Background: an optimization exercise with open tools, aiming at small area. Do not read the settings as production practice. Function was checked by simulation only, so behaviour that the tests miss may differ from the original. Power is estimated from default activity; no workload was simulated.

--- flow/design.v ---
module angle_delay_lut (
    input  wire [7:0] angle_in,
    output logic [5:0] delay_out
);
always_comb begin
    case (angle_in)
        8'd0: delay_out = 6'd39;
        8'd1: delay_out = 6'd39;
        8'd2: delay_out = 6'd39;
        8'd3: delay_out = 6'd39;
        8'd4: delay_out = 6'd39;
        8'd5: delay_out = 6'd39;
        8'd6: delay_out = 6'd39;
        8'd7: delay_out = 6'd39;
        8'd8: delay_out = 6'd39;
        8'd9: delay_out = 6'd39;
        8'd10: delay_out = 6'd39;
        8'd11: delay_out = 6'd39;
        8'd12: delay_out = 6'd38;
        8'd13: delay_out = 6'd38;
        8'd14: delay_out = 6'd38;
        8'd15: delay_out = 6'd38;
        8'd16: delay_out = 6'd38;
        8'd17: delay_out = 6'd38;
        8'd18: delay_out = 6'd37;
        8'd19: delay_out = 6'd37;
        8'd20: delay_out = 6'd37;
        8'd21: delay_out = 6'd37;
        8'd22: delay_out = 6'd36;
        8'd23: delay_out = 6'd36;
        8'd24: delay_out = 6'd36;
        8'd25: delay_out = 6'd36;
        8'd26: delay_out = 6'd35;
        8'd27: delay_out = 6'd35;
        8'd28: delay_out = 6'd35;
        8'd29: delay_out = 6'd34;
        8'd30: delay_out = 6'd34;
        8'd31: delay_out = 6'd34;
        8'd32: delay_out = 6'd33;
        8'd33: delay_out = 6'd33;
        8'd34: delay_out = 6'd33;
        8'd35: delay_out = 6'd32;
        8'd36: delay_out = 6'd32;
        8'd37: delay_out = 6'd31;
        8'd38: delay_out = 6'd31;
        8'd39: delay_out = 6'd30;
        8'd40: delay_out = 6'd30;
        8'd41: delay_out = 6'd30;
        8'd42: delay_out = 6'd29;
        8'd43: delay_out = 6'd29;
        8'd44: delay_out = 6'd28;
        8'd45: delay_out = 6'd28;
        8'd46: delay_out = 6'd27;
        8'd47: delay_out = 6'd27;
        8'd48: delay_out = 6'd26;
        8'd49: delay_out = 6'd26;
        8'd50: delay_out = 6'd25;
        8'd51: delay_out = 6'd25;
        8'd52: delay_out = 6'd24;
        8'd53: delay_out = 6'd23;
        8'd54: delay_out = 6'd23;
        8'd55: delay_out = 6'd22;
        8'd56: delay_out = 6'd22;
        8'd57: delay_out = 6'd21;
        8'd58: delay_out = 6'd21;
        8'd59: delay_out = 6'd20;
        8'd60: delay_out = 6'd19;
        8'd61: delay_out = 6'd19;
        8'd62: delay_out = 6'd18;
        8'd63: delay_out = 6'd18;
        8'd64: delay_out = 6'd17;
        8'd65: delay_out = 6'd16;
        8'd66: delay_out = 6'd16;
        8'd67: delay_out = 6'd15;
        8'd68: delay_out = 6'd14;
        8'd69: delay_out = 6'd14;
        8'd70: delay_out = 6'd13;
        8'd71: delay_out = 6'd12;
        8'd72: delay_out = 6'd12;
        8'd73: delay_out = 6'd11;
        8'd74: delay_out = 6'd10;
        8'd75: delay_out = 6'd10;
        8'd76: delay_out = 6'd9;
        8'd77: delay_out = 6'd8;
        8'd78: delay_out = 6'd8;
        8'd79: delay_out = 6'd7;
        8'd80: delay_out = 6'd6;
        8'd81: delay_out = 6'd6;
        8'd82: delay_out = 6'd5;
        8'd83: delay_out = 6'd4;
        8'd84: delay_out = 6'd4;
        8'd85: delay_out = 6'd3;
        8'd86: delay_out = 6'd2;
        8'd87: delay_out = 6'd2;
        8'd88: delay_out = 6'd1;
        8'd89: delay_out = 6'd0;
        8'd90: delay_out = 6'd0;
        8'd91: delay_out = 6'd0;
        8'd92: delay_out = 6'd1;
        8'd93: delay_out = 6'd2;
        8'd94: delay_out = 6'd2;
        8'd95: delay_out = 6'd3;
        8'd96: delay_out = 6'd4;
        8'd97: delay_out = 6'd4;
        8'd98: delay_out = 6'd5;
        8'd99: delay_out = 6'd6;
        8'd100: delay_out = 6'd6;
        8'd101: delay_out = 6'd7;
        8'd102: delay_out = 6'd8;
        8'd103: delay_out = 6'd8;
        8'd104: delay_out = 6'd9;
        8'd105: delay_out = 6'd10;
        8'd106: delay_out = 6'd10;
        8'd107: delay_out = 6'd11;
        8'd108: delay_out = 6'd12;
        8'd109: delay_out = 6'd12;
        8'd110: delay_out = 6'd13;
        8'd111: delay_out = 6'd14;
        8'd112: delay_out = 6'd14;
        8'd113: delay_out = 6'd15;
        8'd114: delay_out = 6'd16;
        8'd115: delay_out = 6'd16;
        8'd116: delay_out = 6'd17;
        8'd117: delay_out = 6'd18;
        8'd118: delay_out = 6'd18;
        8'd119: delay_out = 6'd19;
        8'd120: delay_out = 6'd19;
        8'd121: delay_out = 6'd20;
        8'd122: delay_out = 6'd21;
        8'd123: delay_out = 6'd21;
        8'd124: delay_out = 6'd22;
        8'd125: delay_out = 6'd22;
        8'd126: delay_out = 6'd23;
        8'd127: delay_out = 6'd23;
        8'd128: delay_out = 6'd24;
        8'd129: delay_out = 6'd25;
        8'd130: delay_out = 6'd25;
        8'd131: delay_out = 6'd26;
        8'd132: delay_out = 6'd26;
        8'd133: delay_out = 6'd27;
        8'd134: delay_out = 6'd27;
        8'd135: delay_out = 6'd28;
        8'd136: delay_out = 6'd28;
        8'd137: delay_out = 6'd29;
        8'd138: delay_out = 6'd29;
        8'd139: delay_out = 6'd30;
        8'd140: delay_out = 6'd30;
        8'd141: delay_out = 6'd30;
        8'd142: delay_out = 6'd31;
        8'd143: delay_out = 6'd31;
        8'd144: delay_out = 6'd32;
        8'd145: delay_out = 6'd32;
        8'd146: delay_out = 6'd33;
        8'd147: delay_out = 6'd33;
        8'd148: delay_out = 6'd33;
        8'd149: delay_out = 6'd34;
        8'd150: delay_out = 6'd34;
        8'd151: delay_out = 6'd34;
        8'd152: delay_out = 6'd35;
        8'd153: delay_out = 6'd35;
        8'd154: delay_out = 6'd35;
        8'd155: delay_out = 6'd36;
        8'd156: delay_out = 6'd36;
        8'd157: delay_out = 6'd36;
        8'd158: delay_out = 6'd36;
        8'd159: delay_out = 6'd37;
        8'd160: delay_out = 6'd37;
        8'd161: delay_out = 6'd37;
        8'd162: delay_out = 6'd37;
        8'd163: delay_out = 6'd38;
        8'd164: delay_out = 6'd38;
        8'd165: delay_out = 6'd38;
        8'd166: delay_out = 6'd38;
        8'd167: delay_out = 6'd38;
        8'd168: delay_out = 6'd38;
        8'd169: delay_out = 6'd39;
        8'd170: delay_out = 6'd39;
        8'd171: delay_out = 6'd39;
        8'd172: delay_out = 6'd39;
        8'd173: delay_out = 6'd39;
        8'd174: delay_out = 6'd39;
        8'd175: delay_out = 6'd39;
        8'd176: delay_out = 6'd39;
        8'd177: delay_out = 6'd39;
        8'd178: delay_out = 6'd39;
        8'd179: delay_out = 6'd39;
        8'd180: delay_out = 6'd39;
        default: delay_out = 6'd0;
    endcase
end
endmodule
`default_nettype none
module beamformer (
    input  wire                clk_in,
    input  wire                rst_in,
    input  wire         [ 7:0] angle_in,
    input  wire                valid_in,
    input  wire  signed [23:0] audio_in_1,
    input  wire  signed [23:0] audio_in_2,
    input  wire  signed [23:0] audio_in_3,
    input  wire  signed [23:0] audio_in_4,
    output logic signed [23:0] audio_out,
    output logic               valid_out
);
  localparam int N = 13;   
  localparam int R = 3;    
  logic [5:0] d;
  angle_delay_lut angle_delay_lut (
    .angle_in(angle_in),
    .delay_out(d)
  );
  wire       dir = angle_in > 8'd90;        
  wire       d0 = d == 6'd0;
  wire [6:0] key = {dir & ~d0, d};          
  logic [6:0] key_prev;
  wire       delay_change = key != key_prev;
  wire       clr = rst_in | delay_change;
  logic [6:0] count;
  wire  [5:0] d_prev = key_prev[5:0];
  wire  [6:0] d3 = {1'b0, d_prev} + {d_prev, 1'b0};
  logic [5:1] valid_r;
  always_ff @(posedge clk_in) begin
    key_prev <= key;
    if (clr) count <= {6'd0, valid_in};
    else if (valid_in && count != 7'd127) count <= count + 7'd1;
    if (clr) valid_r <= '0;
    else begin
      valid_r[1] <= valid_in;
      valid_r[2] <= valid_r[1];
      valid_r[3] <= valid_r[2] && count > d3;
      valid_r[4] <= valid_r[3];
      valid_r[5] <= valid_r[4];
    end
  end
  assign valid_out = valid_r[5];
  logic [3:0] ring_pos;
  logic [1:0] last_r;
  logic [3:0] last_s;
  wire [3:0] next_s = (last_s == 4'(N - 1)) ? 4'd0 : last_s + 4'd1;
  wire [1:0] next_r = (last_r == 2'(R - 1)) ? 2'd0 : last_r + 2'd1;
  always_ff @(posedge clk_in) begin
    if (rst_in) begin
      ring_pos <= 4'd0;
      last_r   <= 2'd0;
      last_s   <= 4'd0;
    end else begin
      ring_pos <= (ring_pos == 4'd0) ? 4'(N - 1) : ring_pos - 4'd1;
      if (valid_in) begin
        last_s <= next_s;
        last_r <= next_r;
      end
    end
  end
  wire [3:0] ring_head = (ring_pos == 4'(N - 1)) ? 4'd0 : ring_pos + 4'd1;
  logic [R-1:0] we;
  always_comb
    for (int r = 0; r < R; r++) we[r] = (last_s == ring_pos) && (last_r == 2'(r));
  logic [1:0] dm3;    
  logic [3:0] dm13;   
  always_comb
    case (d_prev)
      6'd0: begin dm3 = 2'd0; dm13 = 4'd0; end
      6'd1: begin dm3 = 2'd1; dm13 = 4'd1; end
      6'd2: begin dm3 = 2'd2; dm13 = 4'd2; end
      6'd3: begin dm3 = 2'd0; dm13 = 4'd3; end
      6'd4: begin dm3 = 2'd1; dm13 = 4'd4; end
      6'd5: begin dm3 = 2'd2; dm13 = 4'd5; end
      6'd6: begin dm3 = 2'd0; dm13 = 4'd6; end
      6'd7: begin dm3 = 2'd1; dm13 = 4'd7; end
      6'd8: begin dm3 = 2'd2; dm13 = 4'd8; end
      6'd9: begin dm3 = 2'd0; dm13 = 4'd9; end
      6'd10: begin dm3 = 2'd1; dm13 = 4'd10; end
      6'd11: begin dm3 = 2'd2; dm13 = 4'd11; end
      6'd12: begin dm3 = 2'd0; dm13 = 4'd12; end
      6'd13: begin dm3 = 2'd1; dm13 = 4'd0; end
      6'd14: begin dm3 = 2'd2; dm13 = 4'd1; end
      6'd15: begin dm3 = 2'd0; dm13 = 4'd2; end
      6'd16: begin dm3 = 2'd1; dm13 = 4'd3; end
      6'd17: begin dm3 = 2'd2; dm13 = 4'd4; end
      6'd18: begin dm3 = 2'd0; dm13 = 4'd5; end
      6'd19: begin dm3 = 2'd1; dm13 = 4'd6; end
      6'd20: begin dm3 = 2'd2; dm13 = 4'd7; end
      6'd21: begin dm3 = 2'd0; dm13 = 4'd8; end
      6'd22: begin dm3 = 2'd1; dm13 = 4'd9; end
      6'd23: begin dm3 = 2'd2; dm13 = 4'd10; end
      6'd24: begin dm3 = 2'd0; dm13 = 4'd11; end
      6'd25: begin dm3 = 2'd1; dm13 = 4'd12; end
      6'd26: begin dm3 = 2'd2; dm13 = 4'd0; end
      6'd27: begin dm3 = 2'd0; dm13 = 4'd1; end
      6'd28: begin dm3 = 2'd1; dm13 = 4'd2; end
      6'd29: begin dm3 = 2'd2; dm13 = 4'd3; end
      6'd30: begin dm3 = 2'd0; dm13 = 4'd4; end
      6'd31: begin dm3 = 2'd1; dm13 = 4'd5; end
      6'd32: begin dm3 = 2'd2; dm13 = 4'd6; end
      6'd33: begin dm3 = 2'd0; dm13 = 4'd7; end
      6'd34: begin dm3 = 2'd1; dm13 = 4'd8; end
      6'd35: begin dm3 = 2'd2; dm13 = 4'd9; end
      6'd36: begin dm3 = 2'd0; dm13 = 4'd10; end
      6'd37: begin dm3 = 2'd1; dm13 = 4'd11; end
      6'd38: begin dm3 = 2'd2; dm13 = 4'd12; end
      6'd39: begin dm3 = 2'd0; dm13 = 4'd0; end
      6'd40: begin dm3 = 2'd1; dm13 = 4'd1; end
      6'd41: begin dm3 = 2'd2; dm13 = 4'd2; end
      6'd42: begin dm3 = 2'd0; dm13 = 4'd3; end
      6'd43: begin dm3 = 2'd1; dm13 = 4'd4; end
      6'd44: begin dm3 = 2'd2; dm13 = 4'd5; end
      6'd45: begin dm3 = 2'd0; dm13 = 4'd6; end
      6'd46: begin dm3 = 2'd1; dm13 = 4'd7; end
      6'd47: begin dm3 = 2'd2; dm13 = 4'd8; end
      6'd48: begin dm3 = 2'd0; dm13 = 4'd9; end
      6'd49: begin dm3 = 2'd1; dm13 = 4'd10; end
      6'd50: begin dm3 = 2'd2; dm13 = 4'd11; end
      6'd51: begin dm3 = 2'd0; dm13 = 4'd12; end
      6'd52: begin dm3 = 2'd1; dm13 = 4'd0; end
      6'd53: begin dm3 = 2'd2; dm13 = 4'd1; end
      6'd54: begin dm3 = 2'd0; dm13 = 4'd2; end
      6'd55: begin dm3 = 2'd1; dm13 = 4'd3; end
      6'd56: begin dm3 = 2'd2; dm13 = 4'd4; end
      6'd57: begin dm3 = 2'd0; dm13 = 4'd5; end
      6'd58: begin dm3 = 2'd1; dm13 = 4'd6; end
      6'd59: begin dm3 = 2'd2; dm13 = 4'd7; end
      6'd60: begin dm3 = 2'd0; dm13 = 4'd8; end
      6'd61: begin dm3 = 2'd1; dm13 = 4'd9; end
      6'd62: begin dm3 = 2'd2; dm13 = 4'd10; end
      6'd63: begin dm3 = 2'd0; dm13 = 4'd11; end
    endcase
  wire [1:0] tgt_r = (next_r >= dm3) ? next_r - dm3 : next_r + 2'(R) - dm3;
  wire [3:0] tgt_s = (next_s >= dm13) ? next_s - dm13 : next_s + 4'(N) - dm13;
  wire fetch = ring_head == tgt_s;
  wire signed [23:0] a = dir ? audio_in_1 : audio_in_4;   
  wire signed [23:0] b = dir ? audio_in_2 : audio_in_3;   
  wire signed [23:0] c = dir ? audio_in_3 : audio_in_2;   
  wire signed [23:0] e = dir ? audio_in_4 : audio_in_1;   
  logic signed [23:0] cap1, pf1;
  logic signed [24:0] cap2, pf2;
  logic signed [25:0] cap3, pf3;
  logic [23:0] rd1;
  logic [24:0] rd2;
  logic [25:0] rd3;
  wire signed [24:0] x2 = d0 ? 25'(a) : 25'(pf1);
  wire signed [25:0] x3 = d0 ? 26'(e) : 26'(pf2);
  wire signed [25:0] x4 = d0 ? 26'(cap2) : pf3;
  wire signed [25:0] y4 = d0 ? cap3 : 26'(e);
  logic [24:0] s2;
  logic [25:0] s3, s4;
  cs_adder #(.W(25), .L(13)) add2 (.x(x2), .y(25'(b)), .s(s2));
  cs_adder #(.W(26), .L(13)) add3 (.x(x3), .y(26'(c)), .s(s3));
  cs_adder #(.W(26), .L(13)) add4 (.x(x4), .y(y4), .s(s4));
  always_ff @(posedge clk_in) begin
    if (valid_in) begin
      cap1 <= a;
      cap2 <= s2;
      cap3 <= s3;
    end
    if (d0 ? valid_r[1] : valid_in) audio_out <= s4[25:2];
    if (fetch) begin
      pf1 <= rd1;
      pf2 <= rd2;
      pf3 <= rd3;
    end
  end
  sample_rings #(.W(24), .N(N), .R(R)) line1 (
    .clk_in(clk_in), .wdata(cap1), .we(we), .rsel(tgt_r), .rdata(rd1)
  );
  sample_rings #(.W(25), .N(N), .R(R)) line2 (
    .clk_in(clk_in), .wdata(cap2), .we(we), .rsel(tgt_r), .rdata(rd2)
  );
  sample_rings #(.W(26), .N(N), .R(R)) line3 (
    .clk_in(clk_in), .wdata(cap3), .we(we), .rsel(tgt_r), .rdata(rd3)
  );
endmodule
module sample_rings #(
    parameter int W = 24,
    parameter int N = 13,
    parameter int R = 3
) (
    input  wire          clk_in,
    input  wire  [W-1:0] wdata,
    input  wire  [R-1:0] we,
    input  wire  [  1:0] rsel,
    output logic [W-1:0] rdata
);
  logic [R*W-1:0] heads;
  for (genvar r = 0; r < R; r++) begin : g_ring
    logic [N*W-1:0] ring;
    always_ff @(posedge clk_in)
      ring <= {ring[(N-1)*W-1:0], we[r] ? wdata : ring[N*W-1 -: W]};
    assign heads[r*W +: W] = ring[W-1:0];
  end
  always_comb begin
    rdata = heads[W-1:0];
    for (int r = 1; r < R; r++)
      if (rsel == 2'(r)) rdata = heads[r*W +: W];
  end
endmodule
module cs_adder #(
    parameter int W = 25,
    parameter int L = 13
) (
    input  wire  [W-1:0] x,
    input  wire  [W-1:0] y,
    output logic [W-1:0] s
);
  localparam int H = W - L;
  logic [L:0] cl;
  logic [H:0] ch;
  logic [H-1:0] h;
  logic [H:0] q;   
  assign cl[0] = 1'b0;
  for (genvar i = 0; i < L; i++) begin : g_lo
    assign s[i] = x[i] ^ y[i] ^ cl[i];
    assign cl[i+1] = (x[i] & y[i]) | (x[i] & cl[i]) | (y[i] & cl[i]);
  end
  assign ch[0] = 1'b0;
  assign q[0] = 1'b1;
  for (genvar i = 0; i < H; i++) begin : g_hi
    assign h[i] = x[L+i] ^ y[L+i] ^ ch[i];
    assign ch[i+1] = (x[L+i] & y[L+i]) | (x[L+i] & ch[i]) | (y[L+i] & ch[i]);
    assign q[i+1] = q[i] & h[i];
    assign s[L+i] = h[i] ^ (cl[L] & q[i]);
  end
endmodule
`default_nettype wire
--- flow/flow/run.sh ---
#!/bin/bash
# The standard layout (standard.sh: the standard flow's synthesis, floorplan, placement, routing), with
# a sparser clock tree: clusters of up to 18 flip-flops per clkbuf_8, no dummy loads, and
# single-size port buffers. The make output goes to flow_make.log; each ORFS step writes its
# own log under orfs/logs/.
set -euo pipefail
cd "$(dirname "${BASH_SOURCE[0]}")/.."
bash standard.sh \
  "CTS_ARGS=-sink_clustering_enable -repair_clock_nets -dont_use_dummy_load -buf_list {sky130_fd_sc_hd__clkbuf_8} -sink_clustering_size 18 -sink_clustering_max_diameter 60" \
  "BUFFER_PORTS_ARGS=-buffer_cell sky130_fd_sc_hd__buf_1" \
  finish > flow_make.log 2>&1
--- flow/constraint.sdc ---
create_clock -name core_clock -period 10.0 [get_ports {clk_in}]
set_input_delay 2.0000 -clock core_clock [delete_from_list [all_inputs] [get_ports {clk_in}]]
set_output_delay 2.0000 -clock core_clock [all_outputs]
set_load 0.01 [all_outputs]
--- flow/standard.sh ---
#!/bin/bash
# synth_recipe.tcl (not shown) runs the flow's synth.tcl, then flattens the netlist and writes it again
# the make line also repeats each setting of config.mk as NAME=value (left out here)
make -C /OpenROAD-flow-scripts/flow DESIGN_CONFIG=/design/flow/config.mk WORK_HOME=/design/flow/orfs CLKGATE_MAP_FILE= SYNTH_SCRIPT=/design/flow/synth_recipe.tcl "${@:-finish}"
--- flow/config.mk ---
export PLATFORM = sky130hd
export DESIGN_NAME = beamformer
export DESIGN_NICKNAME = beamformer
export VERILOG_FILES = /design/flow/design.v
export SDC_FILE = /design/flow/constraint.sdc
export NUM_CORES = 4
export LEC_CHECK = 0
export CAP_MARGIN = 20
export CORE_MARGIN = 2
export CORE_UTILIZATION = 70
export PLACE_DENSITY = 0.8
export SLEW_MARGIN = 20
export SYNTH_MEMORY_MAX_BITS = 16384
==> summary.md <==
| Metric | Value |
|---|---|
| Synth Cell Area | ~76000 um2 |
| Final instance area | about 80000 um2 |
| Io pins | 132 |
| Crit-path most repeated cell | fa_2 |
| Drt total wl | 130000 um |
| Initial Utilization | 70.6% |
| Data arrival time of the critical path | about 10000 ps |
| Mapped Nets | 4767 |
| Final Max Tran Viols | 0 |
| Crit path kind | input pin to flip-flop |
| Die ar. | between 100000 and 150000 um2 |
| Startpoint Class | input pin |
| Clock latency on the worst-skew pair | about 900 ps |
| Maximum vdd drop | about 260 uV |
| Most frequent cells in the layout | dfxtp_1 (2959), mux2_2 (278), clkbuf_8 (195) |
| Minimum setup slack among reg-to-reg paths | between 2000 and 3000 ps |
| Final antenna-violating net count | 0 |
| Commonest non-fill, non-tap cell in the layout | dfxtp_1 |
| Async set-reset flop share out of synthesis | 0% |
| Via count | between 30k and 40k |
| CTS Root Cell | clkbuf_8 |
| Core footprint | ~110000 um2 |
| Synth Flop Type | dfxtp_1 |
| First-pass GRT wire length | roughly 200000 um |
| RSZ-0062 raised after global routing | no |
| Slew @ Worst Pin | approximately 1100 ps |
| Final hold vios | 0 |
| DRC Markers | 0 |
| Worst rel slew slack | about a quarter |
| Initial antenna violation count | 16 |
| Final global-route overflow total | 0 |
| Post-DP HPWL | roughly 82000 um |
| Placed Instance Area | around 80000 um2 |
| FP Rows | 120 |
| Syn_area_per_cell | between 15 and 20 um2 |
| Final #Nets | roughly 5k |
| Setup Skew | 77.1 ps |
| Ys Warns | 5 |
| CP max FO | 11 |
| Die width | 333 um |
| GP Congestion | approximately 0.84 |
| CTS H-tree lvls | 4 |
| 1st-iter DRT viols | between 2k and 2.5k |
| Final setup fails | 0 |
| Die H | roughly 330 um |
| CTS Hold Buffers Added | 0 |
| Vias in the first global route | 33.7k |
| Via-per-instance ratio | 5.12 |
| Post-route setup TNS | 0 ps |
| Fin crit share | 97.0% |
| Final min period | a little under 10000 ps |
| Max clock buf depth | 3 |
| P_leak | about 0.033 uW |
| # clock sinks | around 3.1k |
| CTS tree | done |
| Clock Pin Slew Worst Setup and Hold Paths | around 100 ps |
| DR pass1 iterations | 9 |
| Largest net degree at the start of global routing | 53 |
| CP Data Required Time | 10650 ps |
| DR WL/cell | 20.7 um |
| Worst path max stage delay | 490 ps |
| EDFF count, synth | 175 |
| Type of the worst min-delay path | flip-flop to flip-flop |
| Yosys reg bits | about 3.1k |
| Status | timing/DRC/antenna clean |
| Gr usage total | roughly a quarter |
| Area Growth Syn to Fin | 7.66% |
| Achievable frequency | 103 MHz |
| Seq/Total Area, Yosys | between 80% and 90% |
| Synth cell types | 74 |
| Hold slack | 290 ps |
| Post-Synthesis Cells | approximately 4.5k |
| Max_cap viols | 0 |
| Setup crit end kind | flip-flop |
| PwrDens | 319 nW/um2 |
| Layout cells sized above 1 | roughly 14% |
| CTS buffer count | about 200 |
| Slowest CP cell | o41ai_2 |
| Port Buffers | roughly 130 |
==> kinds of logic after synthesis <==
group                      share of synthesized area [%]
buffers and inverters                               1.38
AOI/OAI and AO/OA                                   2.66
DFF                                                 85.3
muxes                                               5.33
and+or+nand+nor                                     1.86
adders and majority gates                           2.77
xor gates and xnor gates                           0.730
==> worst paths after layout <==
path	from	to	cells past startpoint
hold reg to reg	line2.g_ring[2].ring[193]	line2.g_ring[2].ring[218]	0
hold / removal	line2.g_ring[2].ring[193]	line2.g_ring[2].ring[218]	0
setup / recovery	angle_in[1]	cap2[24]	36
setup reg to reg	pf3[0]	audio_out[23]	24
==> what timing repair did <==
action,in CTS,in global routing
setup buffers,0,5
endpoints found under the setup margin,0,14
resized for setup,0,11
==> flip-flops by register name (all words and copies together), names as in the netlist, 5 cells and up <==
register,flops
cap3,26
pf1,24
cap2,25
line2.g_ring.ring,975
key_prev,7
line3.g_ring.ring,1014
line1.g_ring.ring,936
audio_out,24
valid_r,5
pf3,26
cap1,24
count,7
pf2,25
==> layer usage <==
metal  vias up  share of wire [%]  global-route usage (%)
met5         -              0.038                       0
met1     15734                 46                    33.8
met4         8                3.0                    8.52
li1      15393                  -                       -
met2       837                 45                    36.8
met3       245                5.3                    4.23
==> cells in the mapped netlist (12+ instances only) <==
cell	count	area (um2)
a21oi_1	62	310
a222oi_1	75	751
buf_2	19	95.1
clkbuf_1	71	267
dfxtp_1	2959	59200
edfxtp_1	175	5260
fa_1	71	1420
ha_1	53	663
inv_1	156	586
mux2_2	279	3140
mux2i_1	89	891
nand2_1	136	510
nand2b_1	16	100
nand3_1	12	60.1
nor2_1	74	278
nor3_1	23	115
o21ai_0	47	235
xnor2_1	28	245
xor2_1	35	307
==> power breakdown <==
group / switching [uW] / leakage [uW] / internal [uW]
sequential: 1300 / 0.0259 / 16400
clock: 3370 / 0.00140 / 1750
combinational: 1890 / 0.00612 / 1270
==> through the flow <==
stage | std cells | utilization (%) | power (uW) | worst slack (ps)
after floorplan | 4536 | - | 19300 | -59.6
after global placement | 6081 | 73.4 | 20700 | -694
after detailed placement | 6081 | 73.4 | 21000 | -819
after CTS | 6276 | 76.0 | 26100 | 148
after global routing | 6288 | 76.1 | 27100 | 16.8
final | 6290 | 76.1 | 26000 | 303
==> area by class of cell <==
| cell class | count | area, um2 |
|---|---|---|
| Tap cell | 1403 | 1760 |
| Timing Repair Buffer | 252 | 1440 |
| Clock buffer | 195 | 2680 |
| Antenna cell | 9 | 22.5 |
| Inverter | 160 | 604 |
| Sequential cell | 3134 | 64500 |
| Multi-Input combinational cell | 1137 | 10400 |
| Fill cell | 5896 | 25600 |
==> critical path, delay by kind of cell <==
| family | cells | cell delay, ps |
|---|---|---|
| adders and majority gates | 15 | 5050 |
| buffers and inverters | 6 | 800 |
| AOI/OAI and AO/OA | 2 | 610 |
| xor gates and xnor gates | 1 | 150 |
| and+or+nand+nor | 12 | 1720 |

what the ideal ports hide:
In the flow no input, the clock included, has a driving cell. The finished layout below was timed again as built, in two steps.
Step 1, drivers: a clkbuf_16 drives clk_in and a buf_2 each remaining input, both assumed.
Step 2 adds t to the input delays and takes it off the output delays; t is the mean of the earliest and latest rising clock arrival at the registers after step 1. Input paths then give back, and output paths get back, about the clock's delay inside the block.
Three values: ideal, step 1, step 2; two values: the first two.
t, ns: 0.931
setup WS [ns]: 0.303 / 0.357 / -0.574
hold slack, ns: 0.290 / 0.290 / 0.290
clock arrival spread, ns: 0.098 / 0.098
pins driven straight from the clock port: 1
With both steps, setup timing fails in this run, where it was met with ideal ports. The setup slack of this run moves by +0.054 ns with the drivers and by -0.877 ns with both steps.
